What follows belongs to an exercise in optimizing a design on an open flow for small area and a short achievable clock period; a production flow would make more cautious choices.
The RTL was checked by simulation tests, not by an equivalence proof against the original design.
Power and IR drop assume default switching activity.

## old
## dsp_mult
module dsp_mult #
(
    parameter WIDTH = 32
)
(
    input  wire                  clk,
    input  wire                  rst,
    input  wire [WIDTH-1:0]      input_a_tdata,
    input  wire                  input_a_tvalid,
    output wire                  input_a_tready,
    input  wire [WIDTH-1:0]      input_b_tdata,
    input  wire                  input_b_tvalid,
    output wire                  input_b_tready,
    input  wire [WIDTH-1:0]      input_c_tdata,
    input  wire                  input_c_tvalid,
    output wire                  input_c_tready,
    output wire [(WIDTH*2)-1:0]  output_tdata,
    output reg                   output_tvalid,
    input  wire                  output_tready
);
For scale: roughly 2700 cells after synthesis, ~380 flip-flops, about 30000 µm² of cells after synthesis.
==> flow/config.mk <==
export PLATFORM = sky130hd
export DESIGN_NAME = dsp_mult
export DESIGN_NICKNAME = dsp_mult
export VERILOG_FILES = /design/flow/design.v
export SDC_FILE = /design/flow/constraint.sdc
export NUM_CORES = 4
export LEC_CHECK = 0
export ABC_AREA = 1
export CAP_MARGIN = 20
export CORE_MARGIN = 2
export CORE_UTILIZATION = 55
export CTS_BUF_LIST = sky130_fd_sc_hd__clkbuf_8
export SLEW_MARGIN = 20
export SYNTH_HIERARCHICAL = 1
==> flow/constraint.sdc <==
create_clock -name core_clock -period 9.5 [get_ports {clk}]
set_input_delay 1.9000 -clock core_clock [delete_from_list [all_inputs] [get_ports {clk}]]
set_output_delay 1.9000 -clock core_clock [all_outputs]
set_load 0.01 [all_outputs]
standard.sh (not shown) runs the stock make flow with config.mk's settings and CLKGATE_MAP_FILE= SYNTH_SCRIPT=/design/flow/synth_recipe.tcl, a recipe that flattens the netlist after the stock synthesis.
==> flow/flow/run.sh <==
#!/bin/bash
# The standard layout (the standard.sh, unchanged synthesis) with two changes:
#  - the port buffers that global placement inserts are plain buf_1 cells instead
#    of the delay buffers buffer_ports picks by default;
#  - timing repair aims for a setup margin of 5.5 ns (the period less 5.5 ns).
set -euo pipefail
export BUFFER_PORTS_ARGS="-buffer_cell sky130_fd_sc_hd__buf_1"
export SETUP_SLACK_MARGIN=5.5
bash standard.sh > standard.log 2>&1
Looking at the reports, old completed the entire flow and the layout it produced met the timing, DRC and antenna checks.
> inputs changed (old -> new)
Settings: TNS_END_PERCENT now 10, previously not set; CTS_CLUSTER_SIZE now 24, previously not set; CORE_UTILIZATION now 65, was 55; CTS_CLUSTER_DIAMETER now 50, previously not set.
==> run summary <==
- In the final design statistics, new uses fewer standard cells in total than old.
- Fraction of area in registers up 0.51 points in new wrt old
- When the final numbers for new and old were put side by side, the total length of routed met3 wires turned out to be greater in new.
- Number of nets in the layout, new vs old: down slightly
- The higher net load switching power came out of new.
- Between new and old, the area of the die is lower for new.
- new vs old on relative contribution of combinational cells to total power: new is the higher one.
- The total global routing track utilization in new sits 5.4 points above the value recorded for old.
- old consumes more power than new.

---

## yarrow
Starting RTL as in the previous note.
Settings: LEC_CHECK=0, ABC_AREA=1, CAP_MARGIN=20, CORE_MARGIN=2, CORE_UTILIZATION=40, CTS_BUF_LIST=sky130_fd_sc_hd__clkbuf_4, SLEW_MARGIN=20, SYNTH_HIERARCHICAL=1; clock period 9.5 ns.
Scripts as last shown in full above: flow/flow/run.sh
Setup changes, yarrow to willow
Settings: CTS_BUF_LIST now sky130_fd_sc_hd__clkbuf_8, was sky130_fd_sc_hd__clkbuf_4; CTS_CLUSTER_DIAMETER now 50, previously not set; CTS_CLUSTER_SIZE now 24, previously not set.
==> flow/flow/run.sh <==
#!/bin/bash
# The standard layout (the standard.sh, unchanged synthesis) with two changes:
#  - the port buffers that global placement inserts are plain buf_1 cells instead
#    of the delay buffers buffer_ports picks by default;
#  - timing repair aims for a setup margin of 5.4 ns (the period less 5.4 ns).
set -euo pipefail
export BUFFER_PORTS_ARGS="-buffer_cell sky130_fd_sc_hd__buf_1"
export SETUP_SLACK_MARGIN=5.4
bash standard.sh > standard.log 2>&1
[summary]
- Summary: with yarrow as the reference, average wire per standard cell in willow moved up slightly.
- First-pass GRT wire length came out lower on willow than on yarrow.
- The final reports for willow and yarrow show tightest slew margin relative to the limit higher in the former.
- Post-route cell area: willow < yarrow
--- input diff willow..amber ---
==> flow/flow/run.sh <==
#!/bin/bash
# The standard layout (the standard.sh, unchanged synthesis) with two changes:
#  - the port buffers that global placement inserts are plain buf_1 cells instead
#    of the delay buffers buffer_ports picks by default;
#  - timing repair aims for a setup margin of 5.5 ns (the period less 5.5 ns).
set -euo pipefail
export BUFFER_PORTS_ARGS="-buffer_cell sky130_fd_sc_hd__buf_1"
export SETUP_SLACK_MARGIN=5.5
bash standard.sh > standard.log 2>&1
==> run summary <==
- On global-route wire length before repair, amber tracks willow almost exactly.
- Re minimum period implied by the final worst setup slack: no difference whatsoever between amber and willow.
- Reported for willow and amber, count of different cell masters after synthesis turned out identical to the last digit.
- Taking willow as the reference, in amber synthesis-to-finish area growth higher, total power saw little to no change, final area increased 0.37%.

static timing again, ports no longer ideal:
The results above use ideal ports. As a check the final layouts listed here were re-extracted and re-timed, cells and wires unchanged.
Step 1 sets driving cells, clkbuf_16 on the clock port and buf_2 on the other inputs (assumed; they add their load-dependent delay and slew).
Step 2 moves the port delays by t, midway between the first and last clock arrival at a register: inputs arrive t later, outputs are due t later. That takes back most of the time a late clock gives input paths.
Three values: ideal ports, drivers, drivers and shift; two values: the first two.
run | t (ns) | setup slack, ns | worst data-port slew with drivers (ns) | cell pins on the clock port's net
old | 0.744 | 5.388 / 5.349 / 5.349 | 0.07 | 1
new | 0.707 | 5.391 / 5.342 / 5.342 | 0.07 | 1
yarrow | 0.958 | 5.390 / 5.347 / 5.347 | 0.11 | 1
willow | 0.749 | 5.390 / 5.347 / 5.347 | 0.11 | 1
amber | 0.746 | 5.390 / 5.347 / 5.347 | 0.12 | 1
After both steps every run listed still meets setup and hold. For new, which loses most, drivers alone change the setup slack by -0.049 ns; drivers and shift together by -0.049 ns.
